Source: an optimization exercise on an open RTL-to-GDS flow (aim: small area). Production flows keep margins and buffers that such runs may drop.
In this exercise RTL edits were held to simulation tests only and were not proved equivalent to the original.
No activity file was given, so power comes from the tool's default toggle rates.

==> design/flow/design.v <==
`timescale 1 ns / 1 ps
module iq_analyse #
(
  parameter integer DATA_WIDTH = 16
)
(
  input  wire clk,
  input wire  ce,
  input wire strobe_in,
  input wire rst,
  input  wire signed [DATA_WIDTH-1:0]  I_4sum,
  input  wire signed [DATA_WIDTH-1:0]  Q_4sum,
  input  wire [DATA_WIDTH-1:0]  Amp_4sum,
  output reg [6:0] bits_count,
  output wire signed [DATA_WIDTH+8-1:8]  DI_out,
  output wire signed [DATA_WIDTH+8-1:8]  DQ_out,
  output reg max_val_sync,
  output reg strobe_out
);
  integer i;
  reg [22:0] strobe_sr;
  reg strobe1;
  reg strobe2;
  always @(posedge clk) begin
    if (rst) begin
      strobe_sr <= 23'b0;
      strobe1 <= 1'b0;
      strobe2 <= 1'b0;
      strobe_out <= 1'b0;
    end else begin
      strobe_sr <= {strobe_sr[21:0], strobe_in};
      strobe1 <= strobe_sr[22];
      strobe2 <= strobe1;
      strobe_out <= strobe2;
    end
  end
  reg [2:0] sync_count;
  reg [2:0] max_sync;
  reg [15:0] Max_Amp;
  reg [23:0] A [0:4];
  wire samp = ce & strobe_in;
  wire adv = samp & (sync_count == 3'd0);
  wire ave_upd = ce & strobe2 & (sync_count == max_sync);
  wire [15:0] Ave_Amp_Out = A[0][23:8];
  wire [23:0] A_next = A[0] + {8'h00, Amp_4sum} - {8'h00, A[0][23:8]};
  wire max_hi0 = (Max_Amp[15:8] == 8'h00);
  wire [7:0] max_dec = max_hi0 ? {7'b0, |Max_Amp[7:0]} : Max_Amp[15:8];
  wire [15:0] Max_dec = Max_Amp - {8'h00, max_dec};
  always @(posedge clk) begin
    if (rst) begin
      sync_count <= 3'd0;
      max_sync <= 3'd0;
      bits_count <= 7'd0;
      Max_Amp <= 16'h0110;
      for (i = 0; i < 5; i = i + 1)
        A[i] <= 24'h000100;
      max_val_sync <= 1'b0;
    end else begin
      max_val_sync <= (sync_count == max_sync) & strobe_out;
      if (samp) begin
        if (Ave_Amp_Out > Max_Amp) begin
          Max_Amp <= Ave_Amp_Out;
          max_sync <= sync_count;
        end else begin
          Max_Amp <= Max_dec;
        end
        for (i = 0; i < 4; i = i + 1)
          A[i] <= A[i+1];
        A[4] <= A_next;
        sync_count <= (sync_count == 3'd4) ? 3'd0 : sync_count + 3'd1;
        if (sync_count == 3'd0)
          bits_count <= (bits_count == 7'd79) ? 7'd0 : bits_count + 7'd1;
      end
    end
  end
  reg signed [23:0] WI, WQ;           
  reg [47:0] T;                 
  reg [47:0] H [0:3];           
  reg [47:0] R [0:74];          
  reg [4:0] oh;                 
  reg pending;                  
  reg xfer, xfer_n;             
  reg v40, v79;                 
  wire [23:0] I_upd = WI - {{8{WI[23]}}, WI[23:8]} + {{8{I_4sum[15]}}, I_4sum};
  wire [23:0] Q_upd = WQ - {{8{WQ[23]}}, WQ[23:8]} + {{8{Q_4sum[15]}}, Q_4sum};
  wire [23:0] I_live = ave_upd ? I_upd : WI;
  wire [23:0] Q_live = ave_upd ? Q_upd : WQ;
  wire [47:0] head = xfer ? H[1] : H[0];
  wire [4:0] psel = {5{v40}} & (pending ? {oh[3:0], oh[4]} : oh);
  reg [47:0] partner;
  always @(*) begin
    partner = 48'd0;
    for (i = 0; i < 5; i = i + 1)
      partner = partner | (R[35+i] & {48{psel[i]}});
  end
  wire pending_nx = (pending & ~xfer) | adv;
  wire at0_nx = xfer ? oh[0] : oh[1];
  always @(posedge clk) begin
    if (rst) begin
      oh <= 5'b00001;
      pending <= 1'b0;
      xfer <= 1'b0;
      xfer_n <= 1'b1;
      v40 <= 1'b0;
      v79 <= 1'b0;
      WI <= 24'd0;
      WQ <= 24'd0;
    end else begin
      if (!xfer)
        oh <= {oh[0], oh[4:1]};
      pending <= pending_nx;
      xfer <= pending_nx & at0_nx;
      xfer_n <= ~(pending_nx & at0_nx);
      if (adv & (bits_count == 7'd39))
        v40 <= 1'b1;
      if (adv & (bits_count == 7'd78))
        v79 <= 1'b1;
      if (adv) begin
        WI <= head[47:24] & {24{v79}};
        WQ <= head[23:0] & {24{v79}};
      end else begin
        WI <= I_live;
        WQ <= Q_live;
      end
    end
  end
  always @(posedge clk) begin
    if (adv)
      T <= {I_live, Q_live};
  end
  always @(posedge clk) begin
    for (i = 0; i < 3; i = i + 1)
      H[i] <= (H[i+1] & {48{xfer}}) | (H[i] & {48{xfer_n}});
    H[3] <= (R[0] & {48{xfer}}) | (H[3] & {48{xfer_n}});
    for (i = 0; i < 75; i = i + 1) begin
      if (i % 5 == 4) begin
        if (i == 74)
          R[i] <= (T & {48{xfer}}) | (R[i-4] & {48{xfer_n}});
        else
          R[i] <= (R[i+1] & {48{xfer}}) | (R[i-4] & {48{xfer_n}});
      end else begin
        R[i] <= R[i+1];
      end
    end
  end
  reg [23:8] DI, DQ;
  wire lt40 = (bits_count < 7'd40);
  wire [23:0] dI = WI + ~partner[47:24] + {23'd0, lt40};
  wire [23:0] dQ = WQ + ~partner[23:0] + {23'd0, lt40};
  always @(posedge clk) begin
    if (rst) begin
      DI <= 16'd0;
      DQ <= 16'd0;
    end else if (ave_upd) begin
      DI <= dI[23:8] ^ {16{~lt40}};
      DQ <= dQ[23:8] ^ {16{~lt40}};
    end
  end
  assign DI_out = DI;
  assign DQ_out = DQ;
endmodule
==> design/flow/run.sh <==
#!/bin/bash
# synth_recipe.tcl (not shown) runs the flow's synth.tcl, then flattens the netlist and writes it again
# the make line also repeats each setting of config.mk as NAME=value (left out here)
make -C /OpenROAD-flow-scripts/flow DESIGN_CONFIG=/design/flow/config.mk WORK_HOME=/design/flow/orfs CLKGATE_MAP_FILE= SYNTH_SCRIPT=/design/flow/synth_recipe.tcl finish
==> design/flow/config.mk <==
export PLATFORM = sky130hd
export DESIGN_NAME = iq_analyse
export DESIGN_NICKNAME = iq_analyse
export VERILOG_FILES = /design/flow/design.v
export SDC_FILE = /design/flow/constraint.sdc
export NUM_CORES = 4
export LEC_CHECK = 0
export CAP_MARGIN = 20
export CORE_MARGIN = 2
export CORE_UTILIZATION = 40
export PLACE_DENSITY = 0.6
export SLEW_MARGIN = 20
==> design/flow/constraint.sdc <==
create_clock -name core_clock -period 10.0 [get_ports {clk}]
set_input_delay 2.0000 -clock core_clock [delete_from_list [all_inputs] [get_ports {clk}]]
set_output_delay 2.0000 -clock core_clock [all_outputs]
set_load 0.01 [all_outputs]
==> results of run 1 <==
state kept, by name, summed over array words and instances, names as in the netlist, 23 cells and up:
signal and cells:
R 3600, WI 24, WQ 24, A 120, H 192, strobe_sr 23
T 48
worst max-delay path, stage by stage:
cell and delay [ns]:
clkdlybuf4s50_1 0.60, and2_4 0.71, nand3b_1 0.38, buf_4 0.43
inv_4 0.47, buf_4 0.61, nand2_1 0.68, nor2_1 0.27
a21oi_1 0.07, o221ai_1 0.20
layer usage:
metal / vias to the layer above / wire length, um
li1: 26090 / -
met1: 26030 / 98980
met2: 938 / 85360
met3: 341 / 7368
met4: 2 / 5749
met5: - / 13
power breakdown:
part / internal [uW] / leakage [uW] / switching [uW]
combinational: 185 / 0.00941 / 297
clock: 8430 / 0.00623 / 5850
sequential: 16500 / 0.0332 / 39.0
worst max-delay path by stage:
stage,endpoint,cells after the start
2_1_floorplan,T[46],13
3_3_place_gp,WQ[16],10
3_5_place_dp,WI[22],10
4_1_cts,WI[22],10
5_1_grt,WI[22],10
6_report,WI[22],10
placed cells by master (no fill, tap or decap), types with 14 or more instances in the layout:
cell type,n
a211oi_1,23
a21o_1,47
a21oi_1,238
a221oi_1,51
a222oi_1,53
a22o_1,913
a31oi_1,21
buf_4,36
bufinv_16,23
clkbuf_1,84
clkbuf_16,384
clkbuf_8,104
clkdlybuf4s50_1,91
clkinv_2,44
dfxtp_1,4056
edfxtp_1,48
fa_1,63
ha_1,148
inv_1,333
mux2_2,21
mux2i_1,43
nand2_1,386
nand2b_1,14
nand3_1,51
nand4_1,14
nor2_1,125
nor2b_1,42
nor3_1,24
o211ai_1,16
o21a_1,22
o21ai_0,97
o21ai_1,22
xnor2_1,87
xor2_1,36
logic make-up after synthesis:
group / Yosys count / synth area share
AOI/OAI and AO/OA: 1597 / 0.1191
xor gates and xnor gates: 123 / 0.01017
adders and majority gates: 211 / 0.02939
buffers and inverters: 673 / 0.02402
DFF: 4106 / 0.7806
muxes: 64 / 0.006296
and+or+nand+nor: 727 / 0.03049
through the flow:
step | power (uW) | setup WS [ns] | cell area [um^2] | cells
after detailed placement | 17340 | 3.387 | 110400 | 10810
after floorplan | 17190 | 5.129 | 105900 | 7501
after global placement | 17330 | 3.415 | 110400 | 10810
after global routing | 32310 | 3.999 | 123100 | 11490
final | 31270 | 4.211 | 123100 | 11490
after CTS | 31600 | 4.283 | 123100 | 11480
layout make-up:
| type | instances | area, um^2 | area share |
|---|---|---|---|
| clock buffers | 571 | 11340 | 0.09215 |
| multi-input cells | 2722 | 20770 | 0.1687 |
| inverters | 335 | 1260 | 0.01024 |
| clock inverters | 100 | 1287 | 0.01046 |
| well taps | 3515 | 4398 | 0.03573 |
| flip-flops and latches | 4106 | 82690 | 0.6718 |
| diodes | 4 | 10.01 | 0.00008132 |
| repair buffers | 135 | 1335 | 0.01085 |
==> qor.csv, run 1 <==
stage;metric;value;unit
power;PwrDens;254.0;mW/mm^2
finish;Fillers;22930;
die;Ports;93;
synthesis;Synth area leaders;dfxtp_1 (77%), a22o_1 (7.5%), ha_1 (1.7%);
grt;total grt overflow;0;
grt;GRT busiest layer;met2;
routing;DR pass1 iterations;8;
grt;first-pass GRT wire length;311.6;mm
synthesis;Syn. warnings;4;
timing;final period utilization;0.5789;
grt;vias in the first global route;53890;
timing;total negative slack;0;ns
routing;# DRC;0;
synthesis;Synth Register Bits;4106;
grt;Global Route met1 Usage;0.2099;
timing;Post-Route Skew;0.1037;ns
worst_setup_path;Reg-to-Reg Start;pending;
synthesis;Synth async-reset ratio;0;
timing;Fmax;172.7;MHz
placement;Port Buffer Count;92;
grt;met2 usage;0.2175;
synthesis;Cells after Synth;7501;
die;Die Ht;518.6;um
worst_setup_path;launch point of the worst path;ce;
worst_setup_path;FF-to-FF path depth;15;
routing;detailed-route via count;53400;
clock_tree;CTS Sinks;4106;
finish;fin nets;7938;
die;core area;0.2630;mm^2
hold_path;Hold Path Stages;0;
synthesis;Post-synth EDFFs;48;
grt;met3 Track Usage GR;0.02123;
finish;synth-to-layout area growth;16.21;%
clock_tree;clk latency of the worst-skew pair;0.89;ns
timing;RSZ-0062 raised after global routing;no;
grt;initial antenna violation count;5;
synthesis;Post-synth top cells;dfxtp_1 (4,058), a22o_1 (913), nand2_1 (387);
finish;share of cells above drive strength 1;0.08671;
clock_tree;hold buffer count at cts;0;
hold_path;Worst Hold Path EP;R[11][35];
synthesis;Top FF cell, synth;dfxtp_1;
grt;Total GRT Usage;0.1439;
timing;Final Hold Viols;0;
power;LEAKAGE;0.04881;uW
synthesis;count leader, synth;dfxtp_1;
clock_tree;CTS H-tree depth;5;
hold_path;Hold Crit Start;R[12][35];
synthesis;Post-Syn Area;0.1059;mm^2
clock_tree;CTS resizes;0;
die;DIE WIDTH;518.6;um
job;max cap viols;0;
clock_tree;clock transition at the registers of the reported paths;0.06;ns
synthesis;syn avg cell area;14.12;um^2
power;Worst IR Drop VDD;0.0002821;V
die;Starting Density;0.4028;
synthesis;sequential share of the synthesized area;0.7806;
timing;WHS;0.2334;ns
hold_path;worst hold path class;flop to flop;
clock_tree;TritonCTS clock tree;yes;
finish;final core occ;0.4681;
grt;largest net degree at the start of global routing;193;
worst_setup_path;R2R Path End;DI[20];
worst_setup_path;Setup CP Type;input port to flop;
timing;Final setup viols;0;
worst_setup_path;Max FO, Critical Path;79;
clock_tree;clk buf depth;4;
timing;max-slew violation count;0;
clock_tree;root buffer cell;clkbuf_16;
synthesis;top cell type's share of synthesized area;0.7670;
routing;initial DRC count;3329;
timing;Max-slew headroom;0.2081;
synthesis;Mapped Nets;7764;
routing;wire per inst;17.19;um
worst_setup_path;reg2reg setup slack;4.90;ns
timing;worst-margin pin slew;1.188;ns
timing;min Tclk post-route;5.789;ns
worst_setup_path;CP arrival;6.56;ns
clock_tree;Setup Fix Bufs, Post-CTS;0;
routing;Routed WL;197.5;mm
worst_setup_path;CP Launch Type;input port;
run_status;status;finished clean;
clock_tree;CTS Buf Count;375;
die;Rows;188;
worst_setup_path;Critical Path End Type;flop;
routing;Final ANT Viol Nets;0;
synthesis;post-synth top area cell;dfxtp_1;
routing;Vias/cell;4.648;
worst_setup_path;CP Data Required Time;10.77;ns
placement;gpl congestion;0.8192;
placement;dpl hpwl;115.6;mm
die;die footprint;0.2689;mm^2
synthesis;library cells used by synthesis;88;
==> inputs of run 2 (changes only) <==
--- a/design/flow/config.mk
+++ b/design/flow/config.mk
@@ -9,4 +9,5 @@
 export CORE_MARGIN = 2
-export CORE_UTILIZATION = 40
-export PLACE_DENSITY = 0.6
+export CORE_UTILIZATION = 65
+export CTS_BUF_LIST = sky130_fd_sc_hd__clkbuf_8
+export PLACE_DENSITY = 0.75
 export SLEW_MARGIN = 20
==> qor.csv, run 2 <==
stage;metric;value;unit;change
synthesis;post-synth top area cell;dfxtp_1;;unchanged
worst_setup_path;Critical Path, Cell by Cell;mux2i_1, nor2b_4, buf_4, a222oi_1, inv_1, a221oi_1, ha_1, a21o_1, a211oi_1, nor2_1, a2111oi_4, a21oi_4, a41oi_4, nand2b_2, xnor2_1, o31ai_1;;was clkdlybuf4s50_1, and2_4, nand3b_1, buf_4, inv_4, buf_4, nand2_1, nor2_1, a21oi_1, o221ai_1
grt;met3 Track Usage GR;0.05307;;was 0.02123
die;Ports;93;;unchanged
clock_tree;TritonCTS clock tree;yes;;unchanged
die;core area;0.1622;mm^2;was 0.2630 mm^2
finish;fin nets;8156;;was 7,938
power;PwrDens;248.0;mW/mm^2;was 254.0 mW/mm^2
power;Switch Pwr;6248;uW;was 6190 uW
synthesis;count leader, synth;dfxtp_1;;unchanged
grt;Global Route met1 Usage;0.3371;;was 0.2099
finish;Top reg by flops;R;;unchanged
clock_tree;hold buffer count at cts;0;;unchanged
grt;Total GRT Usage;0.2377;;was 0.1439
finish;Fillers;9777;;was 22,930
synthesis;Synth Register Bits;4106;;unchanged
synthesis;Syn. warnings;4;;unchanged
synthesis;Synth async-reset ratio;0;;unchanged
synthesis;library cells used by synthesis;88;;unchanged
power;LEAKAGE;0.04927;uW;was 0.04881 uW
timing;total negative slack;0;ns;unchanged
timing;min Tclk post-route;5.088;ns;was 5.789 ns
routing;initial DRC count;3796;;was 3,329
synthesis;syn avg cell area;14.12;um^2;unchanged
worst_setup_path;CP arrival;6.00;ns;was 6.56 ns
synthesis;Post-synth top cells;dfxtp_1 (4,058), a22o_1 (913), nand2_1 (387);;unchanged
synthesis;Cells after Synth;7501;;unchanged
clock_tree;clk buf depth;4;;unchanged
power;Sequential Power Share;0.553;;was 0.528
worst_setup_path;Crit path buffers/inverters;2;;was 4
finish;commonest non-fill, non-tap cell in the layout;dfxtp_1;;unchanged
routing;wire per inst;18.85;um;was 17.19 um
clock_tree;root buffer cell;clkbuf_8;;was clkbuf_16
placement;dpl hpwl;114.7;mm;was 115.6 mm
grt;total grt overflow;0;;unchanged
placement;Port Buffer Count;92;;unchanged
grt;vias in the first global route;57050;;was 53,890
grt;first-pass GRT wire length;315.1;mm;was 311.6 mm
grt;met2 usage;0.3566;;was 0.2175
power;Worst IR Drop VDD;0.0002070;V;was 0.0002821 V
finish;design area;0.1204;mm^2;was 0.1231 mm^2
synthesis;top cell type's share of synthesized area;0.7670;;unchanged
placement;placed cell area;0.1087;mm^2;was 0.1104 mm^2
grt;initial antenna violation count;6;;was 5
grt;largest net degree at the start of global routing;229;;was 193
worst_setup_path;Slowest-stage cell, CP;a221oi_1;;was and2_4
synthesis;sequential share of the synthesized area;0.7806;;unchanged
timing;final period utilization;0.5088;;was 0.5789
timing;worst-margin pin slew;1.299;ns;was 1.188 ns
routing;Vias/cell;5.268;;was 4.648
timing;max-slew violation count;0;;unchanged
die;Die Ht;407.7;um;was 518.6 um
power;Logic pwr share;0.016;;was 0.015
routing;detailed-route via count;55230;;was 53,400
die;Starting Density;0.6530;;was 0.4028
placement;gpl congestion;0.8891;;was 0.8192
synthesis;Top FF cell, synth;dfxtp_1;;unchanged
worst_setup_path;CP Launch Type;flop;;was input port
worst_setup_path;Critical Path End Type;flop;;unchanged
clock_tree;clk latency of the worst-skew pair;1.06;ns;was 0.89 ns
routing;Routed WL;197.7;mm;was 197.5 mm
worst_setup_path;Reg-to-Reg Start;pending;;unchanged
timing;RSZ-0062 raised after global routing;no;;unchanged
timing;Post-Route Skew;0.08063;ns;was 0.1037 ns
timing;Fmax;196.5;MHz;was 172.7 MHz
worst_setup_path;crit-path max cell delay;0.77;ns;was 0.71 ns
hold_path;Hold Crit Start;R[74][8];;was R[12][35]
timing;Max-slew headroom;0.1343;;was 0.2081
synthesis;Post-Syn Area;0.1059;mm^2;unchanged
finish;share of cells above drive strength 1;0.1133;;was 0.08671
hold_path;worst hold path class;flop to flop;;unchanged
finish;Largest regs;R: 3600 flops, H: 192 flops, A: 120 flops;;unchanged
timing;WHS;0.2605;ns;was 0.2334 ns
grt;GRT busiest layer;met2;;unchanged
finish;synth-to-layout area growth;13.71;%;was 16.21%
finish;Register Area;0.08269;mm^2;unchanged
finish;most frequent cells in the layout;dfxtp_1 (4,056), a22o_1 (913), clkbuf_8 (742);;was dfxtp_1 (4,056), a22o_1 (913), nand2_1 (386)
worst_setup_path;launch point of the worst path;pending;;was ce
timing;Final Hold Viols;0;;unchanged
die;Rows;148;;was 188
synthesis;Mapped Nets;7764;;unchanged
die;die footprint;0.1662;mm^2;was 0.2689 mm^2
worst_setup_path;CP Data Required Time;10.91;ns;was 10.77 ns
power;Clk network pwr share;0.431;;was 0.457
worst_setup_path;CP delay by family, top;compound AO/OA/AOI/OAI gates;;was buffers and inverters
routing;Final ANT Viol Nets;0;;unchanged
die;DIE WIDTH;407.7;um;was 518.6 um
timing;Final setup viols;0;;unchanged
worst_setup_path;Setup CP Type;flop to flop;;was input port to flop
power;switch share;0.2092;;was 0.1980
synthesis;Post-synth EDFFs;48;;unchanged
clock_tree;clock transition at the registers of the reported paths;0.06;ns;about the same
clock_tree;CTS H-tree depth;6;;was 5
finish;Largest register FFs;3600;;unchanged
run_status;status;finished clean;;unchanged
worst_setup_path;Max FO, Critical Path;12;;was 79
clock_tree;CTS Buf Count;590;;was 375
clock_tree;CTS Sinks;4106;;unchanged
finish;multi-input logic area;0.02076;mm^2;was 0.02077 mm^2
power;Int Pwr;23620;uW;was 25,080 uW
job;max cap viols;0;;unchanged
clock_tree;CTS resizes;0;;unchanged
routing;# DRC;0;;unchanged
synthesis;Synth area leaders;dfxtp_1 (77%), a22o_1 (7.5%), ha_1 (1.7%);;unchanged
routing;DR pass1 iterations;6;;was 8
clock_tree;Setup Fix Bufs, Post-CTS;0;;unchanged
run 2: cell counts after synthesis:
Identical to the previous run, type by type.
run 2: cell families after synthesis:
group	Yosys count	share of synthesized area
flip-flops	4106	0.7806
AO/OA/AOI/OAI	1597	0.1191
AND/OR/NAND/NOR	727	0.03049
buffers and inverters	673	0.02402
adder cells (fa/ha/maj)	211	0.02939
XOR/XNOR	123	0.01017
multiplexers	64	0.006296
run 2: path summary, 6_finish.rpt:
check        endpoint  slack (ns)  cells after the start
max            DI[20]        4.91                     16
min          R[73][8]        0.26                      0
max reg2reg    DI[20]        4.91                     16
min reg2reg  R[73][8]        0.26                      0
run 2: routing by layer:
| layer | wire length, um | part of all wire |
|---|---|---|
| met4 | 6243 | 0.032 |
| met3 | 10360 | 0.052 |
| met2 | 87600 | 0.44 |
| met1 | 93470 | 0.47 |
| met5 | 0 | 0 |
run 2: worst reg2reg max path: stages, from the launching register on:
cell	delay, ns
dfxtp_1	0.50
mux2i_1	0.33
nor2b_4	0.08
buf_4	0.23
a222oi_1	0.34
inv_1	0.07
a221oi_1	0.77
ha_1	0.44
a21o_1	0.18
a211oi_1	0.23
nor2_1	0.11
a2111oi_4	0.39
a21oi_4	0.14
a41oi_4	0.37
nand2b_2	0.11
xnor2_1	0.50
o31ai_1	0.14
run 2: final cells by class:
cell class / count / area share
Antenna cell: 5 / 0.0001039
Clock buffer: 741 / 0.08468
Clock inverter: 262 / 0.01229
Inverter: 335 / 0.01045
Multi-Input combinational cell: 2722 / 0.1724
Sequential cell: 4106 / 0.6866
Tap cell: 2175 / 0.02260
Timing Repair Buffer: 138 / 0.01096
run 2: power by group through the flow:
stage / Clock (uW) / Combinational [uW] / Sequential [uW]
after detailed placement: 0 / 469 / 16900
after floorplan: 0 / 342 / 16800
after global placement: 0 / 462 / 16900
final: 12900 / 479 / 16500
after global routing: 13800 / 528 / 16500
after CTS: 13100 / 474 / 16500
run 2: metrics by stage:
stage / std cells / setup slack (ns) / power (uW) / util
after floorplan: 7501 / 5.129 / 17190 / -
after global placement: 9475 / 4.255 / 17330 / 0.6703
after detailed placement: 9475 / 4.233 / 17340 / 0.6703
after CTS: 10480 / 4.842 / 30110 / 0.7423
after global routing: 10480 / 4.679 / 30870 / 0.7424
final: 10480 / 4.912 / 29870 / 0.7424
==> inputs of run 3 (changes only) <==
--- a/design/flow/config.mk
+++ b/design/flow/config.mk
@@ -11,2 +11,4 @@
 export CTS_BUF_LIST = sky130_fd_sc_hd__clkbuf_8
+export CTS_CLUSTER_DIAMETER = 50
+export CTS_CLUSTER_SIZE = 15
 export PLACE_DENSITY = 0.75
==> qor.csv, run 3 <==
stage;metric;value;unit;change
clock_tree;root buffer cell;clkbuf_8;;unchanged
finish;fin nets;7897;;was 8,156
synthesis;top cell type's share of synthesized area;0.7670;;unchanged
finish;most frequent cells in the layout;dfxtp_1 (4,056), a22o_1 (913), nand2_1 (386);;was dfxtp_1 (4,056), a22o_1 (913), clkbuf_8 (742)
die;Rows;148;;unchanged
power;Worst IR Drop VDD;0.0001882;V;was 0.0002070 V
timing;max-slew violation count;0;;unchanged
worst_setup_path;CP Launch Type;flop;;unchanged
synthesis;Post-Syn Area;0.1059;mm^2;unchanged
clock_tree;CTS resizes;0;;unchanged
timing;total negative slack;0;ns;unchanged
clock_tree;clk buf depth;4;;unchanged
synthesis;Post-synth top cells;dfxtp_1 (4,058), a22o_1 (913), nand2_1 (387);;unchanged
die;DIE WIDTH;407.7;um;unchanged
finish;final core occ;0.7016;;was 0.7424
die;Starting Density;0.6530;;unchanged
worst_setup_path;Setup CP Type;flop to flop;;unchanged
grt;vias in the first global route;53260;;was 57,050
hold_path;Worst Hold Path EP;R[60][7];;was R[73][8]
placement;dpl hpwl;114.7;mm;unchanged
clock_tree;Setup Fix Bufs, Post-CTS;0;;unchanged
synthesis;count leader, synth;dfxtp_1;;unchanged
hold_path;Hold Path Stages;0;;unchanged
synthesis;Mapped Nets;7764;;unchanged
timing;worst-margin pin slew;1.193;ns;was 1.299 ns
timing;Post-Route Skew;0.09132;ns;was 0.08063 ns
routing;DR pass1 iterations;8;;was 6
routing;Routed WL;186.3;mm;was 197.7 mm
worst_setup_path;CP arrival;6.06;ns;was 6.00 ns
finish;synth-to-layout area growth;7.449;%;was 13.71%
synthesis;library cells used by synthesis;88;;unchanged
finish;Largest regs;R: 3600 flops, H: 192 flops, A: 120 flops;;unchanged
finish;Largest register FFs;3600;;unchanged
worst_setup_path;crit-path max cell delay;0.92;ns;was 0.77 ns
finish;commonest non-fill, non-tap cell in the layout;dfxtp_1;;unchanged
timing;RSZ-0062 raised after global routing;no;;unchanged
timing;Fmax;193.9;MHz;was 196.5 MHz
worst_setup_path;reg2reg setup slack;4.84;ns;was 4.91 ns
die;die footprint;0.1662;mm^2;unchanged
routing;initial DRC count;3740;;was 3,796
die;core area;0.1622;mm^2;unchanged
job;max cap viols;0;;unchanged
routing;Vias/cell;5.354;;was 5.268
grt;initial antenna violation count;8;;was 6
power;LEAKAGE;0.04526;uW;was 0.04927 uW
synthesis;Post-synth EDFFs;48;;unchanged
timing;Max-slew headroom;0.2048;;was 0.1343
clock_tree;clk latency of the worst-skew pair;1.06;ns;about the same
routing;detailed-route via count;52820;;was 55,230
die;Ports;93;;unchanged
timing;Final Hold Viols;0;;unchanged
grt;total grt overflow;0;;unchanged
timing;Final setup viols;0;;unchanged
clock_tree;CTS Sinks;4106;;unchanged
clock_tree;TritonCTS clock tree;yes;;unchanged
clock_tree;hold buffer count at cts;0;;unchanged
synthesis;Synth area leaders;dfxtp_1 (77%), a22o_1 (7.5%), ha_1 (1.7%);;unchanged
synthesis;Synth async-reset ratio;0;;unchanged
synthesis;post-synth top area cell;dfxtp_1;;unchanged
grt;largest net degree at the start of global routing;229;;unchanged
worst_setup_path;Max FO, Critical Path;15;;was 12
placement;gpl congestion;0.8891;;unchanged
placement;post-place setup slack;4.233;ns;unchanged
hold_path;Hold Crit Start;R[61][7];;was R[74][8]
power;PwrDens;219.0;mW/mm^2;was 248.0 mW/mm^2
worst_setup_path;CP Data Required Time;10.91;ns;about the same
run_status;status;finished clean;;unchanged
clock_tree;CTS H-tree depth;5;;was 6
synthesis;syn avg cell area;14.12;um^2;unchanged
worst_setup_path;FF-to-FF path depth;15;;was 16
routing;# DRC;0;;unchanged
synthesis;Cells after Synth;7501;;unchanged
worst_setup_path;CP dominant cell by count;buf_4;;
synthesis;Syn. warnings;4;;unchanged
finish;Top reg by flops;R;;unchanged
grt;Total GRT Usage;0.2241;;was 0.2377
placement;Port Buffer Count;92;;unchanged
timing;final period utilization;0.5157;;was 0.5088
grt;first-pass GRT wire length;296.7;mm;was 315.1 mm
timing;min Tclk post-route;5.157;ns;was 5.088 ns
routing;wire per inst;18.88;um;was 18.85 um
worst_setup_path;Critical Path End Type;flop;;unchanged
routing;Final ANT Viol Nets;0;;unchanged
clock_tree;clock transition at the registers of the reported paths;0.10;ns;was 0.06 ns
timing;final worst-path setup slack;4.843;ns;was 4.912 ns
hold_path;worst hold path class;flop to flop;;unchanged
synthesis;Synth Register Bits;4106;;unchanged
synthesis;Top FF cell, synth;dfxtp_1;;unchanged
clock_tree;CTS Buf Count;332;;was 590
finish;share of cells above drive strength 1;0.06156;;was 0.1133
worst_setup_path;Reg-to-Reg Start;pending;;unchanged
synthesis;sequential share of the synthesized area;0.7806;;unchanged
worst_setup_path;R2R Path End;DI[20];;unchanged
die;Die Ht;407.7;um;unchanged
worst_setup_path;Critical Path, Cell by Cell;mux2i_1, nor2b_4, buf_4, buf_4, a222oi_1, inv_1, a221oi_1, ha_1, o211ai_1, or3_4, a21oi_4, a41oi_4, nand2b_2, xnor2_1, o31ai_1;;was mux2i_1, nor2b_4, buf_4, a222oi_1, inv_1, a221oi_1, ha_1, a21o_1, a211oi_1, nor2_1, a2111oi_4, a21oi_4, a41oi_4, nand2b_2, xnor2_1, o31ai_1
worst_setup_path;Slowest-stage cell, CP;a221oi_1;;unchanged
## run 3: cell count changes in the layout (fill, tap and decap cells not counted), sizes merged
cell      previous run  this run
diode                5         6
clkinv              55        10
clkinvlp            13         5
bufinv              12         3
inv                517       359
clkbuf             743       343
## run 3: worst max-delay path by stage
stage | start | to | slack [ns] | cells after the start
after global routing | pending | DI[20] | 4.66 | 16
after CTS | pending | DI[20] | 4.82 | 16
after floorplan | I_4sum[8] | T[46] | 5.13 | 13
final | pending | DI[20] | 4.84 | 15
after global placement | I_4sum[2] | T[46] | 4.25 | 14
after detailed placement | I_4sum[15] | T[46] | 4.23 | 13
## run 3: layout make-up
class | instances | area, um^2
diodes | 6 | 15.01
clock buffers | 342 | 4707
clock inverters | 42 | 350.3
fillers | 10860 | 48410
inverters | 335 | 1259
multi-input cells | 2722 | 20760
flip-flops and latches | 4106 | 82690
well taps | 2175 | 2721
repair buffers | 137 | 1313
## run 3: through the flow
step / cell area, um^2 / power, uW / instances / hold slack (ns)
finish: 113800 / 24930 / 9865 / 0.2896
floorplan: 105900 / 17190 / 7501 / 0.3096
detailed placement: 108700 / 17340 / 9475 / 0.3121
global placement: 108700 / 17330 / 9475 / 0.3096
CTS: 113800 / 25150 / 9859 / 0.2720
global route: 113800 / 25800 / 9864 / 0.2777
## run 3: critical path: cells and delay by family, from the launching register on
kind                       cells  cell delay [ns]
muxes                          1             0.33
buffers and inverters          3             0.56
AOI/OAI and AO/OA              6             2.10
and+or+nand+nor                3             0.44
DFF                            1             0.52
xor gates and xnor gates       1             0.54
adders and majority gates      1             0.47
## run 3: logic make-up after synthesis
kind of cell,Yosys count,synth area share
buffers and inverters,673,0.02402
XOR/XNOR,123,0.01017
flip-flops,4106,0.7806
AND/OR/NAND/NOR,727,0.03049
multiplexers,64,0.006296
AO/OA/AOI/OAI,1597,0.1191
adder cells (fa/ha/maj),211,0.02939
## run 3: per-layer routing
metal / global-route usage / wire length (um) / share of wire
met1: 0.3330 / 91310 / 0.49
met2: 0.3281 / 79900 / 0.43
met3: 0.03911 / 8840 / 0.047
met4: 0.08799 / 6219 / 0.033
met5: 0 / 0 / 0
## run 3: power breakdown
group / internal (uW) / switching, uW
Sequential: 16400 / 40.5
Combinational: 183 / 294
Clock: 3190 / 4780
==> inputs of run 4 (changes only) <==
--- a/design/flow/design.v
+++ b/design/flow/design.v
@@ -75,4 +75,3 @@
   end
-  reg signed [23:0] WI, WQ;           
-  reg [47:0] T;                 
+  reg [47:0] W;                 
   reg [47:0] H [0:3];           
@@ -83,7 +82,9 @@
   reg v40, v79;                 
-  wire [23:0] I_upd = WI - {{8{WI[23]}}, WI[23:8]} + {{8{I_4sum[15]}}, I_4sum};
-  wire [23:0] Q_upd = WQ - {{8{WQ[23]}}, WQ[23:8]} + {{8{Q_4sum[15]}}, Q_4sum};
-  wire [23:0] I_live = ave_upd ? I_upd : WI;
-  wire [23:0] Q_live = ave_upd ? Q_upd : WQ;
-  wire [47:0] head = xfer ? H[1] : H[0];
+  reg hv;                       
+  wire [47:0] live = pending ? (H[0] & {48{hv}}) : W;
+  wire [23:0] LI = live[47:24];
+  wire [23:0] LQ = live[23:0];
+  wire [23:0] I_upd = LI - {{8{LI[23]}}, LI[23:8]} + {{8{I_4sum[15]}}, I_4sum};
+  wire [23:0] Q_upd = LQ - {{8{LQ[23]}}, LQ[23:8]} + {{8{Q_4sum[15]}}, Q_4sum};
+  wire [47:0] live_nx = ave_upd ? {I_upd, Q_upd} : live;
   wire [4:0] psel = {5{v40}} & (pending ? {oh[3:0], oh[4]} : oh);
@@ -105,4 +106,4 @@
       v79 <= 1'b0;
-      WI <= 24'd0;
-      WQ <= 24'd0;
+      hv <= 1'b0;
+      W <= 48'd0;
     end else begin
@@ -117,9 +118,8 @@
         v79 <= 1'b1;
-      if (adv) begin
-        WI <= head[47:24] & {24{v79}};
-        WQ <= head[23:0] & {24{v79}};
-      end else begin
-        WI <= I_live;
-        WQ <= Q_live;
-      end
+      if (adv)
+        hv <= v79;
+      else if (ave_upd)
+        hv <= 1'b1;
+      if (xfer | ~pending)
+        W <= live_nx;
     end
@@ -127,7 +127,7 @@
   always @(posedge clk) begin
-    if (adv)
-      T <= {I_live, Q_live};
-  end
-  always @(posedge clk) begin
-    for (i = 0; i < 3; i = i + 1)
+    if (xfer)
+      H[0] <= H[1];
+    else if (pending & ave_upd & ~adv)
+      H[0] <= live_nx;
+    for (i = 1; i < 3; i = i + 1)
       H[i] <= (H[i+1] & {48{xfer}}) | (H[i] & {48{xfer_n}});
@@ -137,3 +137,3 @@
         if (i == 74)
-          R[i] <= (T & {48{xfer}}) | (R[i-4] & {48{xfer_n}});
+          R[i] <= (W & {48{xfer}}) | (R[i-4] & {48{xfer_n}});
         else
@@ -147,4 +147,4 @@
   wire lt40 = (bits_count < 7'd40);
-  wire [23:0] dI = WI + ~partner[47:24] + {23'd0, lt40};
-  wire [23:0] dQ = WQ + ~partner[23:0] + {23'd0, lt40};
+  wire [23:0] dI = LI + ~partner[47:24] + {23'd0, lt40};
+  wire [23:0] dQ = LQ + ~partner[23:0] + {23'd0, lt40};
   always @(posedge clk) begin
--- a/design/flow/config.mk
+++ b/design/flow/config.mk
@@ -9,3 +9,3 @@
 export CORE_MARGIN = 2
-export CORE_UTILIZATION = 65
+export CORE_UTILIZATION = 80
 export CTS_BUF_LIST = sky130_fd_sc_hd__clkbuf_8
@@ -13,3 +13,3 @@
 export CTS_CLUSTER_SIZE = 15
-export PLACE_DENSITY = 0.75
+export PLACE_DENSITY = 0.88
 export SLEW_MARGIN = 20
==> qor.csv, run 4 <==
stage;metric;value;unit;change
run_status;status;finished clean;;unchanged
die;Rows;132;;was 148
hold_path;worst hold path class;flop to flop;;unchanged
worst_setup_path;CP Launch Type;flop;;unchanged
routing;initial DRC count;5856;;was 3,740
finish;Largest regs;R: 3600 flops, H: 192 flops, A: 120 flops;;unchanged
finish;most frequent cells in the layout;dfxtp_1 (4,009), a22o_1 (875), nand2_1 (376);;was dfxtp_1 (4,056), a22o_1 (913), nand2_1 (386)
timing;final period utilization;0.6417;;was 0.5157
routing;Vias/cell;6.092;;was 5.354
die;DIE WIDTH;366.4;um;was 407.7 um
synthesis;Synth async-reset ratio;0;;unchanged
die;die footprint;0.1342;mm^2;was 0.1662 mm^2
die;core area;0.1300;mm^2;was 0.1622 mm^2
synthesis;top cell type's share of synthesized area;0.7643;;was 0.7670
worst_setup_path;crit-path max cell delay;0.69;ns;was 0.92 ns
synthesis;count leader, synth;dfxtp_1;;unchanged
placement;dpl hpwl;133.3;mm;was 114.7 mm
worst_setup_path;Setup CP Type;flop to flop;;unchanged
routing;Routed WL;239.6;mm;was 186.3 mm
synthesis;Top FF cell, synth;dfxtp_1;;unchanged
timing;worst-margin pin slew;1.251;ns;was 1.193 ns
synthesis;syn avg cell area;14.03;um^2;was 14.12 um^2
clock_tree;hold buffer count at cts;0;;unchanged
finish;synth-to-layout area growth;7.039;%;was 7.449%
worst_setup_path;CP dominant cell by count;buf_4;;unchanged
synthesis;Syn. warnings;4;;unchanged
routing;# DRC;0;;unchanged
finish;Largest register FFs;3600;;unchanged
clock_tree;CTS resizes;0;;unchanged
finish;fin nets;7885;;was 7,897
placement;gpl congestion;0.8982;;was 0.8891
timing;total negative slack;0;ns;unchanged
finish;Cell Count, Final, Fillers Out;9420;;was 9,865
clock_tree;CTS Buf Count;328;;was 332
timing;Post-Route Skew;0.07738;ns;was 0.09132 ns
synthesis;Synth area leaders;dfxtp_1 (76%), a22o_1 (7.3%), ha_1 (1.8%);;was dfxtp_1 (77%), a22o_1 (7.5%), ha_1 (1.7%)
timing;Final setup viols;0;;unchanged
worst_setup_path;Critical Path End Type;flop;;unchanged
worst_setup_path;CP arrival;7.31;ns;was 6.06 ns
worst_setup_path;Max FO, Critical Path;26;;was 15
placement;Port Buffer Count;92;;unchanged
power;Worst IR Drop VDD;0.0002059;V;was 0.0001882 V
power;LEAKAGE;0.04536;uW;was 0.04526 uW
clock_tree;clk buf depth;4;;unchanged
job;max cap viols;0;;unchanged
synthesis;Synth Register Bits;4059;;was 4,106
timing;Final Hold Viols;0;;unchanged
timing;Max-slew headroom;0.1661;;was 0.2048
clock_tree;Setup Fix Bufs, Post-CTS;0;;unchanged
grt;first-pass GRT wire length;365.5;mm;was 296.7 mm
synthesis;Mapped Nets;7751;;was 7,764
synthesis;library cells used by synthesis;77;;was 88
grt;largest net degree at the start of global routing;250;;was 229
routing;detailed-route via count;57390;;was 52,820
grt;vias in the first global route;59880;;was 53,260
finish;commonest non-fill, non-tap cell in the layout;dfxtp_1;;unchanged
synthesis;sequential share of the synthesized area;0.7780;;was 0.7806
die;Die Ht;366.4;um;was 407.7 um
routing;DR pass1 iterations;8;;unchanged
power;PwrDens;228.4;mW/mm^2;was 219.0 mW/mm^2
placement;dpl cells;9032;;was 9,475
routing;wire per inst;25.44;um;was 18.88 um
die;Starting Density;0.8083;;was 0.6530
synthesis;post-synth top area cell;dfxtp_1;;unchanged
synthesis;Post-synth EDFFs;48;;unchanged
clock_tree;clk latency of the worst-skew pair;1.06;ns;about the same
die;Ports;93;;unchanged
timing;final worst-path setup slack;3.583;ns;was 4.843 ns
clock_tree;CTS Sinks;4059;;was 4,106
routing;Final ANT Viol Nets;0;;unchanged
grt;Total GRT Usage;0.3556;;was 0.2241
worst_setup_path;Slowest-stage cell, CP;xnor2_1;;was a221oi_1
grt;initial antenna violation count;11;;was 8
timing;Fmax;155.8;MHz;was 193.9 MHz
clock_tree;CTS H-tree depth;5;;unchanged
synthesis;Cells after Synth;7488;;was 7,501
timing;WHS;0.2860;ns;was 0.2896 ns
clock_tree;TritonCTS clock tree;yes;;unchanged
clock_tree;clock transition at the registers of the reported paths;0.10;ns;about the same
synthesis;Post-synth top cells;dfxtp_1 (4,011), a22o_1 (875), nand2_1 (377);;was dfxtp_1 (4,058), a22o_1 (913), nand2_1 (387)
worst_setup_path;Critical Path, Cell by Cell;buf_4, mux2i_1, nor2b_4, buf_4, a222oi_1, inv_1, a221oi_1, ha_1, o21a_1, o21ai_0, o2bb2a_1, and4_4, nor3b_2, o31ai_1, o21bai_2, xnor2_1, o21ai_1;;was mux2i_1, nor2b_4, buf_4, buf_4, a222oi_1, inv_1, a221oi_1, ha_1, o211ai_1, or3_4, a21oi_4, a41oi_4, nand2b_2, xnor2_1, o31ai_1
finish;Top reg by flops;R;;unchanged
finish;share of cells above drive strength 1;0.06438;;was 0.06156
placement;post-place setup slack;3.967;ns;was 4.233 ns
timing;RSZ-0062 raised after global routing;no;;unchanged
synthesis;Post-Syn Area;0.1051;mm^2;was 0.1059 mm^2
clock_tree;root buffer cell;clkbuf_8;;unchanged
worst_setup_path;CP Data Required Time;10.89;ns;was 10.91 ns
timing;min Tclk post-route;6.417;ns;was 5.157 ns
grt;total grt overflow;0;;unchanged
timing;max-slew violation count;0;;unchanged
-- run 4: cell count changes in the layout (fill, tap and decap cells not counted), sizes merged, moves of 12 or more --
cell / delta
nor3: +18
mux2i: -12
dfxtp: -47
a22oi: +29
inv: -23
a22o: -38
nor2: +25
nand3: -12
a21oi: +23
-- run 4: layer usage --
| layer | global-route usage | part of all wire | wire length, um |
|---|---|---|---|
| met5 | 0 | 0.00019 | 45 |
| met4 | 0.1544 | 0.044 | 10480 |
| met3 | 0.06544 | 0.072 | 17170 |
| met2 | 0.5880 | 0.49 | 117300 |
| met1 | 0.4636 | 0.39 | 94570 |
-- run 4: final timing paths --
check	startpoint	to	slack, ns	cells past startpoint
max	pending	DQ[21]	3.58	17
min reg2reg	R[69][32]	R[68][32]	0.29	0
min	R[69][32]	R[68][32]	0.29	0
max reg2reg	pending	DQ[21]	3.58	17
-- run 4: cell families (layout without fill, tap and decap cells) --
logic type,count (synthesis),count (layout),share of synthesized area
DFF,4059,4059,0.7780
muxes,63,63,0.006384
and+or+nand+nor,780,780,0.03347
other,0,5,0
AOI/OAI and AO/OA,1610,1610,0.1195
adders and majority gates,211,211,0.02963
xor gates and xnor gates,117,117,0.009754
buffers and inverters,648,833,0.02319
-- run 4: through the flow --
step,util,power [uW],area (um^2)
3_5_place_dp,0.8263,17730,107400
4_1_cts,0.8648,25640,112400
2_1_floorplan,-,17420,105100
6_report,0.8652,25680,112500
3_3_place_gp,0.8263,17710,107400
5_1_grt,0.8651,26290,112400
-- run 4: final cells by class --
type                    count  area [um^2]
flip-flops and latches   4059        81750
clock inverters            43        350.3
clock buffers             338         4652
diodes                      5        12.51
inverters                 307         1152
repair buffers            145         1393
well taps                1742         2180
fillers                  5129        17530
multi-input cells        2781        20970
-- run 4: critical path, delay by kind of cell, from the launching register on --
kind	cells	cell delay, ns
flops	1	0.33
fa+ha+maj	1	0.39
simple gates	3	0.97
buf+inv	3	1.17
xor+xnor	1	0.69
compound gates	8	2.50
mux	1	0.19
-- run 4: where the power goes --
group	internal, uW	switching, uW
registers	16200	35.0
logic	442	728
clock network	3170	5080
total	19800	5850
==> inputs of run 5 (changes only) <==
==> design/flow/flow/run.sh (new file) <==
#!/bin/bash
# The standard layout (standard.sh: the standard flow's synthesis and ORFS flow, unchanged),
# with two settings passed to ORFS through its own variables:
#  - clock tree: clkbuf_8 buffers, small sink clusters, no dummy loads;
#  - port buffers: the smallest buffer (buf_1) on every input and output.
set -euo pipefail
export CTS_ARGS="-sink_clustering_enable -repair_clock_nets -dont_use_dummy_load -buf_list sky130_fd_sc_hd__clkbuf_8 -sink_clustering_size 15 -sink_clustering_max_diameter 50"
export BUFFER_PORTS_ARGS="-buffer_cell sky130_fd_sc_hd__buf_1"
bash standard.sh > standard.log 2>&1
==> design/flow/standard.sh (new file) <==
#!/bin/bash
# synth_recipe.tcl (not shown) runs the flow's synth.tcl, then flattens the netlist and writes it again
# the make line also repeats each setting of config.mk as NAME=value (left out here)
make -C /OpenROAD-flow-scripts/flow DESIGN_CONFIG=/design/flow/config.mk WORK_HOME=/design/flow/orfs CLKGATE_MAP_FILE= SYNTH_SCRIPT=/design/flow/synth_recipe.tcl "${@:-finish}"
--- a/design/flow/config.mk
+++ b/design/flow/config.mk
@@ -9,7 +9,4 @@
 export CORE_MARGIN = 2
-export CORE_UTILIZATION = 80
-export CTS_BUF_LIST = sky130_fd_sc_hd__clkbuf_8
-export CTS_CLUSTER_DIAMETER = 50
-export CTS_CLUSTER_SIZE = 15
-export PLACE_DENSITY = 0.88
+export CORE_UTILIZATION = 65
+export PLACE_DENSITY = 0.75
 export SLEW_MARGIN = 20
removed: design/flow/run.sh
==> qor.csv, run 5 <==
stage;metric;value;unit;change
timing;Final Hold Viols;0;;unchanged
power;LEAKAGE;0.04491;uW;was 0.04536 uW
worst_setup_path;Reg-to-Reg Start;pending;;unchanged
finish;final core occ;0.6978;;was 0.8652
die;die footprint;0.1649;mm^2;was 0.1342 mm^2
synthesis;sequential share of the synthesized area;0.7780;;unchanged
placement;post-place setup slack;4.299;ns;was 3.967 ns
timing;worst-margin pin slew;1.192;ns;was 1.251 ns
timing;Post-Route Skew;0.09073;ns;was 0.07738 ns
power;Worst IR Drop VDD;0.0001856;V;was 0.0002059 V
power;PnR Total Power;24990;uW;was 25,680 uW
finish;synth-to-layout area growth;6.654;%;was 7.039%
die;Ports;93;;unchanged
worst_setup_path;CP Data Required Time;10.83;ns;was 10.89 ns
clock_tree;clk buf depth;4;;unchanged
run_status;status;finished clean;;unchanged
worst_setup_path;CP arrival;6.69;ns;was 7.31 ns
placement;placed cell area;0.1074;mm^2;about the same
worst_setup_path;reg2reg setup slack;4.14;ns;was 3.58 ns
synthesis;Syn. warnings;4;;unchanged
timing;RSZ-0062 raised after global routing;no;;unchanged
routing;DR pass1 iterations;6;;was 8
worst_setup_path;CP delay by family, top;compound AO/OA/AOI/OAI gates;;unchanged
die;core area;0.1606;mm^2;was 0.1300 mm^2
timing;min Tclk post-route;5.861;ns;was 6.417 ns
clock_tree;CTS Sinks;4059;;unchanged
grt;first-pass GRT wire length;297.4;mm;was 365.5 mm
finish;Largest register FFs;3600;;unchanged
clock_tree;hold buffer count at cts;0;;unchanged
placement;dpl hpwl;113.9;mm;was 133.3 mm
timing;final period utilization;0.5861;;was 0.6417
power;PwrDens;223.0;mW/mm^2;was 228.4 mW/mm^2
placement;gpl congestion;0.9274;;was 0.8982
die;DIE WIDTH;406.0;um;was 366.4 um
timing;total negative slack;0;ns;unchanged
routing;# DRC;0;;unchanged
worst_setup_path;Critical Path, Cell by Cell;buf_4, clkinv_1, buf_4, a22oi_1, inv_1, ha_1, inv_1, ha_1, inv_1, fa_1, nand2b_1, a21oi_1, o31ai_1, a211o_1, a2111oi_0, o21a_1, nor3_1, o311a_1, a21oi_1;;was buf_4, mux2i_1, nor2b_4, buf_4, a222oi_1, inv_1, a221oi_1, ha_1, o21a_1, o21ai_0, o2bb2a_1, and4_4, nor3b_2, o31ai_1, o21bai_2, xnor2_1, o21ai_1
placement;Port Buffer Count;92;;unchanged
worst_setup_path;CP Launch Type;flop;;unchanged
finish;Largest regs;R: 3600 flops, H: 192 flops, A: 120 flops;;unchanged
routing;detailed-route via count;53020;;was 57,390
finish;fin nets;7899;;was 7,885
grt;Total GRT Usage;0.2286;;was 0.3556
worst_setup_path;crit-path max cell delay;0.66;ns;was 0.69 ns
synthesis;post-synth top area cell;dfxtp_1;;unchanged
worst_setup_path;Crit path buffers/inverters;6;;was 3
finish;Fillers;10700;;was 5,129
synthesis;Post-Syn Area;0.1051;mm^2;unchanged
timing;Max-slew headroom;0.2055;;was 0.1661
synthesis;Top FF cell, synth;dfxtp_1;;unchanged
worst_setup_path;Critical Path End Type;flop;;unchanged
finish;Register Area;0.08175;mm^2;unchanged
hold_path;worst hold path class;flop to flop;;unchanged
clock_tree;CTS Buf Count;336;;was 328
clock_tree;CTS resizes;0;;unchanged
clock_tree;Setup Fix Bufs, Post-CTS;0;;unchanged
finish;design area;0.1120;mm^2;was 0.1125 mm^2
routing;Final ANT Viol Nets;0;;unchanged
synthesis;syn avg cell area;14.03;um^2;unchanged
job;max cap viols;0;;unchanged
grt;initial antenna violation count;6;;was 11
synthesis;Synth Register Bits;4059;;unchanged
clock_tree;clk latency of the worst-skew pair;1.04;ns;was 1.06 ns
finish;multi-input logic area;0.02097;mm^2;about the same
synthesis;Synth async-reset ratio;0;;unchanged
synthesis;Post-synth top cells;dfxtp_1 (4,011), a22o_1 (875), nand2_1 (377);;unchanged
worst_setup_path;Setup CP Type;flop to flop;;unchanged
grt;total grt overflow;0;;unchanged
routing;initial DRC count;3821;;was 5,856
synthesis;Post-synth EDFFs;48;;unchanged
grt;largest net degree at the start of global routing;201;;was 250
finish;most frequent cells in the layout;dfxtp_1 (4,009), a22o_1 (875), nand2_1 (376);;unchanged
die;Die Ht;406.0;um;was 366.4 um
timing;max-slew violation count;0;;unchanged
routing;Routed WL;187.7;mm;was 239.6 mm
synthesis;Cells after Synth;7488;;unchanged
timing;Fmax;170.6;MHz;was 155.8 MHz
routing;Vias/cell;5.413;;was 6.092
routing;wire per inst;19.16;um;was 25.44 um
synthesis;count leader, synth;dfxtp_1;;unchanged
worst_setup_path;CP dominant cell by count;inv_1;;was buf_4
finish;commonest non-fill, non-tap cell in the layout;dfxtp_1;;unchanged
finish;Top reg by flops;R;;unchanged
clock_tree;clock transition at the registers of the reported paths;0.09;ns;was 0.10 ns
timing;Final setup viols;0;;unchanged
synthesis;top cell type's share of synthesized area;0.7643;;unchanged
grt;vias in the first global route;52750;;was 59,880
timing;final worst-path setup slack;4.139;ns;was 3.583 ns
worst_setup_path;launch point of the worst path;pending;;unchanged
clock_tree;TritonCTS clock tree;yes;;unchanged
die;Starting Density;0.6543;;was 0.8083
finish;share of cells above drive strength 1;0.06248;;was 0.06438
synthesis;Synth area leaders;dfxtp_1 (76%), a22o_1 (7.3%), ha_1 (1.8%);;unchanged
worst_setup_path;Slowest-stage cell, CP;clkinv_1;;was xnor2_1
clock_tree;root buffer cell;clkbuf_8;;unchanged
hold_path;Hold Crit Start;R[31][20];;was R[69][32]
clock_tree;CTS H-tree depth;5;;unchanged
die;Rows;147;;was 132
synthesis;Mapped Nets;7751;;unchanged
worst_setup_path;Max FO, Critical Path;24;;was 26
synthesis;library cells used by synthesis;77;;unchanged
[run 5: cell counts after synthesis]
No cell type changed its count.
[run 5: report_power, final]
part           switching (uW)  internal (uW)  leakage, uW
Clock                    4630           3010      0.00242
Combinational             661            426      0.00974
Sequential               32.9          16200       0.0328
Total                    5320          19700       0.0449
[run 5: final timing paths]
kind / end / cells after the start
min: R[30][20] / 0
min reg2reg: R[30][20] / 0
max reg2reg: H[0][42] / 19
max: H[0][42] / 19
[run 5: worst register-to-register path, delay by kind of cell (launching register included)]
kind / cells / cell delay [ns]
buffers and inverters: 6 / 1.81
flip-flops: 1 / 0.32
AO/OA/AOI/OAI: 8 / 2.33
adder cells (fa/ha/maj): 3 / 0.91
AND/OR/NAND/NOR: 2 / 0.30
[run 5: layout make-up]
cell class | count | area share
diodes | 2 | 0.00004467
multi-input cells | 2781 | 0.1872
well taps | 2160 | 0.02412
flip-flops and latches | 4059 | 0.7296
repair buffers | 151 | 0.007549
inverters | 307 | 0.01028
clock buffers | 336 | 0.04127
[run 5: kinds of logic (layout without fill, tap and decap cells)]
family | Yosys count | in the layout | synth area share
fa+ha+maj | 211 | 211 | 0.02963
flops | 4059 | 4059 | 0.7780
mux | 63 | 63 | 0.006384
xor+xnor | 117 | 117 | 0.009754
compound gates | 1610 | 1610 | 0.1195
other cells | 0 | 2 | 0
buf+inv | 648 | 794 | 0.02319
simple gates | 780 | 780 | 0.03347
[run 5: stage by stage]
step / hold WS [ns] / cells
CTS: 0.2514 / 9794
finish: 0.2432 / 9796
global route: 0.2505 / 9796
detailed placement: 0.3121 / 9458
floorplan: 0.3096 / 7488
global placement: 0.3096 / 9458
[run 5: metal layers]
layer | share of wire | GRT usage | vias to the layer above
met5 | 0.000069 | 0 | -
met1 | 0.49 | 0.3451 | 25870
met3 | 0.048 | 0.03670 | 368
met2 | 0.43 | 0.3373 | 1119
li1 | - | - | 25670
met4 | 0.027 | 0.07494 | 2
==> inputs of run 6 (changes only) <==
--- a/design/flow/flow/run.sh
+++ b/design/flow/flow/run.sh
@@ -2,3 +2,5 @@
 # The standard layout (standard.sh: the standard flow's synthesis and ORFS flow, unchanged),
-# with two settings passed to ORFS through its own variables:
+# with settings passed to ORFS through its own variables:
+#  - after floorplan, OpenROAD's restructure re-maps the combinational logic
+#    for area (registers untouched; flow/post_floorplan.tcl);
 #  - clock tree: clkbuf_8 buffers, small sink clusters, no dummy loads;
@@ -6,2 +8,7 @@
 set -euo pipefail
+here=$(pwd)
+mkdir -p "$here/rmp"
+export RMP_DIR="$here/rmp"
+export RMP_FLOW="$here/flow"
+export POST_FLOORPLAN_TCL="$here/flow/post_floorplan.tcl"
 export CTS_ARGS="-sink_clustering_enable -repair_clock_nets -dont_use_dummy_load -buf_list sky130_fd_sc_hd__clkbuf_8 -sink_clustering_size 15 -sink_clustering_max_diameter 50"
==> design/flow/flow/filter_lib.py (new file) <==
#!/usr/bin/env python3
"""Copy a liberty file without the cells whose names match the given patterns
(the platform's don't-use cells), for restructure's ABC run."""
import fnmatch, re, sys

src, dst = sys.argv[1], sys.argv[2]
pats = sys.argv[3:]
text = open(src).read()
out = []
pos = 0
cell_re = re.compile(r'^\s*cell\s*\(\s*"?([\w$]+)"?\s*\)\s*\{', re.M)
while True:
    m = cell_re.search(text, pos)
    if not m:
        out.append(text[pos:])
        break
    # find the end of this cell group by brace matching
    depth = 0
    i = m.end() - 1
    while True:
        c = text[i]
        if c == '{':
            depth += 1
        elif c == '}':
            depth -= 1
            if depth == 0:
                break
        i += 1
    name = m.group(1)
    out.append(text[pos:m.start()])
    if not any(fnmatch.fnmatch(name, p) for p in pats):
        out.append(text[m.start():i + 1])
    pos = i + 1
open(dst, 'w').write(''.join(out))
==> design/flow/flow/post_floorplan.tcl (new file) <==
# Area recovery: re-map the combinational logic with ABC (OpenROAD restructure).
# ABC reads a copy of the library without the platform's don't-use cells.
set rmp_lib $::env(RMP_DIR)/restructure.lib
exec python3 $::env(RMP_FLOW)/filter_lib.py [lindex $::env(LIB_FILES) 0] $rmp_lib \
  {*}$::env(DONT_USE_CELLS) *lpflow_* *probe*
puts "restructure: area before [expr [rsz::design_area] * 1e12] um2"
restructure -target area \
  -liberty_file $rmp_lib \
  -tielo_port sky130_fd_sc_hd__conb_1/LO \
  -tiehi_port sky130_fd_sc_hd__conb_1/HI \
  -work_dir $::env(RMP_DIR) \
  -abc_logfile $::env(RMP_DIR)/abc.log
puts "restructure: area after [expr [rsz::design_area] * 1e12] um2"
==> qor.csv, run 6 <==
stage;metric;value;unit;change
routing;initial DRC count;4183;;was 3,821
synthesis;largest family of logic cells by synthesized area;compound AO/OA/AOI/OAI gates;;unchanged
synthesis;xor/xnor share of the synthesized area;0.009754;;unchanged
worst_setup_path;crit-path max cell delay;0.81;ns;was 0.66 ns
worst_setup_path;CP delay by family, top;compound AO/OA/AOI/OAI gates;;unchanged
die;die footprint;0.1649;mm^2;unchanged
clock_tree;hold buffer count at cts;0;;unchanged
power;Worst IR Drop VDD;0.0002037;V;was 0.0001856 V
routing;wire per inst;18.78;um;was 19.16 um
die;DIE WIDTH;406.0;um;unchanged
routing;DR pass1 iterations;6;;unchanged
die;core area;0.1606;mm^2;unchanged
synthesis;Synth area leaders;dfxtp_1 (76%), a22o_1 (7.3%), ha_1 (1.8%);;unchanged
clock_tree;CTS H-tree depth;5;;unchanged
worst_setup_path;Max FO, Critical Path;37;;was 24
clock_tree;root buffer cell;clkbuf_8;;unchanged
worst_setup_path;Setup CP Type;flop to flop;;unchanged
grt;total grt overflow;0;;unchanged
power;Switch Pwr;5893;uW;was 5323 uW
clock_tree;clock transition at the registers of the reported paths;0.09;ns;about the same
timing;RSZ-0062 raised after global routing;no;;unchanged
placement;gpl congestion;0.8849;;was 0.9274
synthesis;Cells after Synth;7488;;unchanged
synthesis;top cell type's share of synthesized area;0.7643;;unchanged
power;switch share;0.2203;;was 0.2130
die;Die Ht;406.0;um;unchanged
synthesis;Post-synth top cells;dfxtp_1 (4,011), a22o_1 (875), nand2_1 (377);;unchanged
timing;worst-margin pin slew;1.198;ns;was 1.192 ns
hold_path;worst hold path class;flop to flop;;unchanged
worst_setup_path;CP Launch Type;flop;;unchanged
finish;most frequent cells in the layout;dfxtp_1 (4,007), o22ai_1 (746), clkinv_1 (710);;was dfxtp_1 (4,009), a22o_1 (875), nand2_1 (376)
synthesis;post-synthesis adder-cell area fraction;0.02963;;unchanged
synthesis;library cells used by synthesis;77;;unchanged
synthesis;Post-Syn Area;0.1051;mm^2;unchanged
synthesis;Top FF cell, synth;dfxtp_1;;unchanged
clock_tree;CTS Buf Count;333;;was 336
worst_setup_path;CP arrival;7.88;ns;was 6.69 ns
synthesis;mux cell area share after synthesis;0.006384;;unchanged
run_status;status;finished clean;;unchanged
die;Rows;147;;unchanged
worst_setup_path;Crit path buffers/inverters;6;;unchanged
timing;total negative slack;0;ns;unchanged
finish;Largest regs;R: 3600 flops, H: 192 flops, A: 120 flops;;unchanged
finish;Cell Count, Final, Fillers Out;10110;;was 9,796
placement;dpl cells;9765;;was 9,458
worst_setup_path;Crit path depth;29;;was 19
grt;largest net degree at the start of global routing;194;;was 201
finish;synth-to-layout area growth;4.175;%;was 6.654%
timing;Fmax;144.1;MHz;was 170.6 MHz
synthesis;Post-synth EDFFs;48;;unchanged
synthesis;Syn. warnings;4;;unchanged
synthesis;Synth Register Bits;4059;;unchanged
power;PnR Total Power;26750;uW;was 24,990 uW
routing;Vias/cell;5.470;;was 5.413
clock_tree;clk buf depth;4;;unchanged
finish;fin nets;7992;;was 7,899
power;Sequential Power Share;0.661;;was 0.651
grt;first-pass GRT wire length;299.4;mm;was 297.4 mm
timing;Max-slew headroom;0.2011;;was 0.2055
worst_setup_path;FF-to-FF path depth;29;;was 19
grt;initial antenna violation count;17;;was 6
synthesis;sequential share of the synthesized area;0.7780;;unchanged
synthesis;syn avg cell area;14.03;um^2;unchanged
clock_tree;TritonCTS clock tree;yes;;unchanged
synthesis;Mapped Nets;7751;;unchanged
worst_setup_path;CP dominant cell by count;a21oi_1;;was inv_1
grt;vias in the first global route;54600;;was 52,750
power;Clk network pwr share;0.283;;was 0.306
die;Starting Density;0.6543;;unchanged
worst_setup_path;Critical Path End Type;flop;;unchanged
routing;# DRC;0;;unchanged
clock_tree;Setup Fix Bufs, Post-CTS;0;;unchanged
hold_path;Hold Path Stages;0;;unchanged
finish;share of cells above drive strength 1;0.05115;;was 0.06248
finish;Largest register FFs;3600;;unchanged
routing;Final ANT Viol Nets;0;;unchanged
power;Logic pwr share;0.056;;was 0.044
synthesis;Synth async-reset ratio;0;;unchanged
synthesis;Synth Area in Simple Gates;0.03347;;unchanged
power;LEAKAGE;0.04238;uW;was 0.04491 uW
power;Int Pwr;20850;uW;was 19,660 uW
timing;max-slew violation count;0;;unchanged
clock_tree;CTS Sinks;4059;;unchanged
placement;Port Buffer Count;92;;unchanged
timing;Post-Route Skew;0.09281;ns;was 0.09073 ns
synthesis;Synth Area in Compound Gates;0.1195;;unchanged
grt;Total GRT Usage;0.2298;;was 0.2286
timing;min Tclk post-route;6.940;ns;was 5.861 ns
clock_tree;CTS resizes;0;;unchanged
synthesis;post-synth top area cell;dfxtp_1;;unchanged
die;Ports;93;;unchanged
routing;Routed WL;189.7;mm;was 187.7 mm
timing;Final setup viols;0;;unchanged
job;max cap viols;0;;unchanged
worst_setup_path;Slowest-stage cell, CP;o221a_2;;was clkinv_1
synthesis;count leader, synth;dfxtp_1;;unchanged
worst_setup_path;CP Data Required Time;10.94;ns;was 10.83 ns
placement;dpl hpwl;115.2;mm;was 113.9 mm
clock_tree;clk latency of the worst-skew pair;1.03;ns;was 1.04 ns
power;PwrDens;244.4;mW/mm^2;was 223.0 mW/mm^2
finish;commonest non-fill, non-tap cell in the layout;dfxtp_1;;unchanged
finish;Top reg by flops;R;;unchanged
routing;detailed-route via count;55280;;was 53,020
timing;final period utilization;0.6940;;was 0.5861
timing;Final Hold Viols;0;;unchanged
-- run 6: cell families after synthesis --
logic type               after synthesis
AO/OA/AOI/OAI                       1610
XOR/XNOR                             117
adder cells (fa/ha/maj)              211
buffers and inverters                648
flip-flops                          4059
multiplexers                          63
AND/OR/NAND/NOR                      780
-- run 6: cell type report --
cell class	count	area (um^2)
Sequential cell	4059	81750
Tap cell	2160	2703
Multi-Input combinational cell	2688	16930
Inverter	717	2709
Fill cell	11100	51120
Clock buffer	333	4583
Antenna cell	7	17.52
Timing Repair Buffer	141	754.5
-- run 6: stage by stage --
step	setup WS, ns	hold slack (ns)	utilization	cell area, um^2
after global placement	3.130	0.3097	0.6530	104800
after global routing	2.387	0.2545	0.6816	109400
final	3.060	0.2640	0.6816	109400
after floorplan	5.022	0.3096	-	105100
after detailed placement	3.132	0.3121	0.6530	104800
after CTS	3.235	0.2456	0.6815	109400
-- run 6: per-layer routing --
layer | global-route usage | vias to the layer above | wire length (um)
li1 | - | 26770 | -
met1 | 0.3220 | 26610 | 88420
met2 | 0.3532 | 1425 | 83580
met3 | 0.04315 | 457 | 10900
met4 | 0.09457 | 12 | 6785
met5 | 0 | - | 63
-- run 6: path summary, 6_finish.rpt --
path | from | to | slack, ns
setup / recovery | pending | DQ[20] | 3.06
hold / removal | R[64][2] | R[63][2] | 0.26
setup reg to reg | pending | DQ[20] | 3.06
hold reg to reg | R[64][2] | R[63][2] | 0.26
-- run 6: power by group through the flow --
stage	Combinational (uW)	Clock, uW	Sequential, uW
floorplan	797	0	16600
global placement	1430	0	18000
detailed placement	1470	0	18100
CTS	1480	7810	17700
global route	1660	8380	17800
finish	1490	7580	17700

[port drivers added, routing unchanged]
The results above use ideal ports. As a check the final layouts listed here were re-extracted and re-timed, cells and wires unchanged. Step 1, drivers: a clkbuf_16 drives clk and a buf_2 each remaining input, both assumed. Step 2 moves the port delays by t, midway between the first and last clock arrival at a register: inputs arrive t later, outputs are due t later. That takes back most of the time a late clock gives input paths. Three values: ideal ports, drivers, drivers and shift; two values: the first two.
run | t (ns) | setup WS [ns] | worst setup path at the end | clock arrival spread, ns
run 1 | 0.934 | 4.211 / 4.281 / 3.346 | input to register | 0.108 / 0.107
run 2 | 1.093 | 4.912 / 4.912 / 4.160 | input to register | 0.085 / 0.085
run 3 | 1.091 | 4.843 / 4.843 / 4.165 | input to register | 0.108 / 0.109
run 4 | 1.112 | 3.583 / 3.583 / 3.583 | register to register | 0.093 / 0.094
run 5 | 1.095 | 4.139 / 4.139 / 4.139 | register to register | 0.109 / 0.109
run 6 | 1.071 | 3.060 / 3.060 / 2.909 | input to register | 0.111 / 0.111
After both steps setup and hold are still met in every run listed. The setup slack of run 1, which loses most, moves by +0.070 ns with the drivers and by -0.865 ns with both steps.
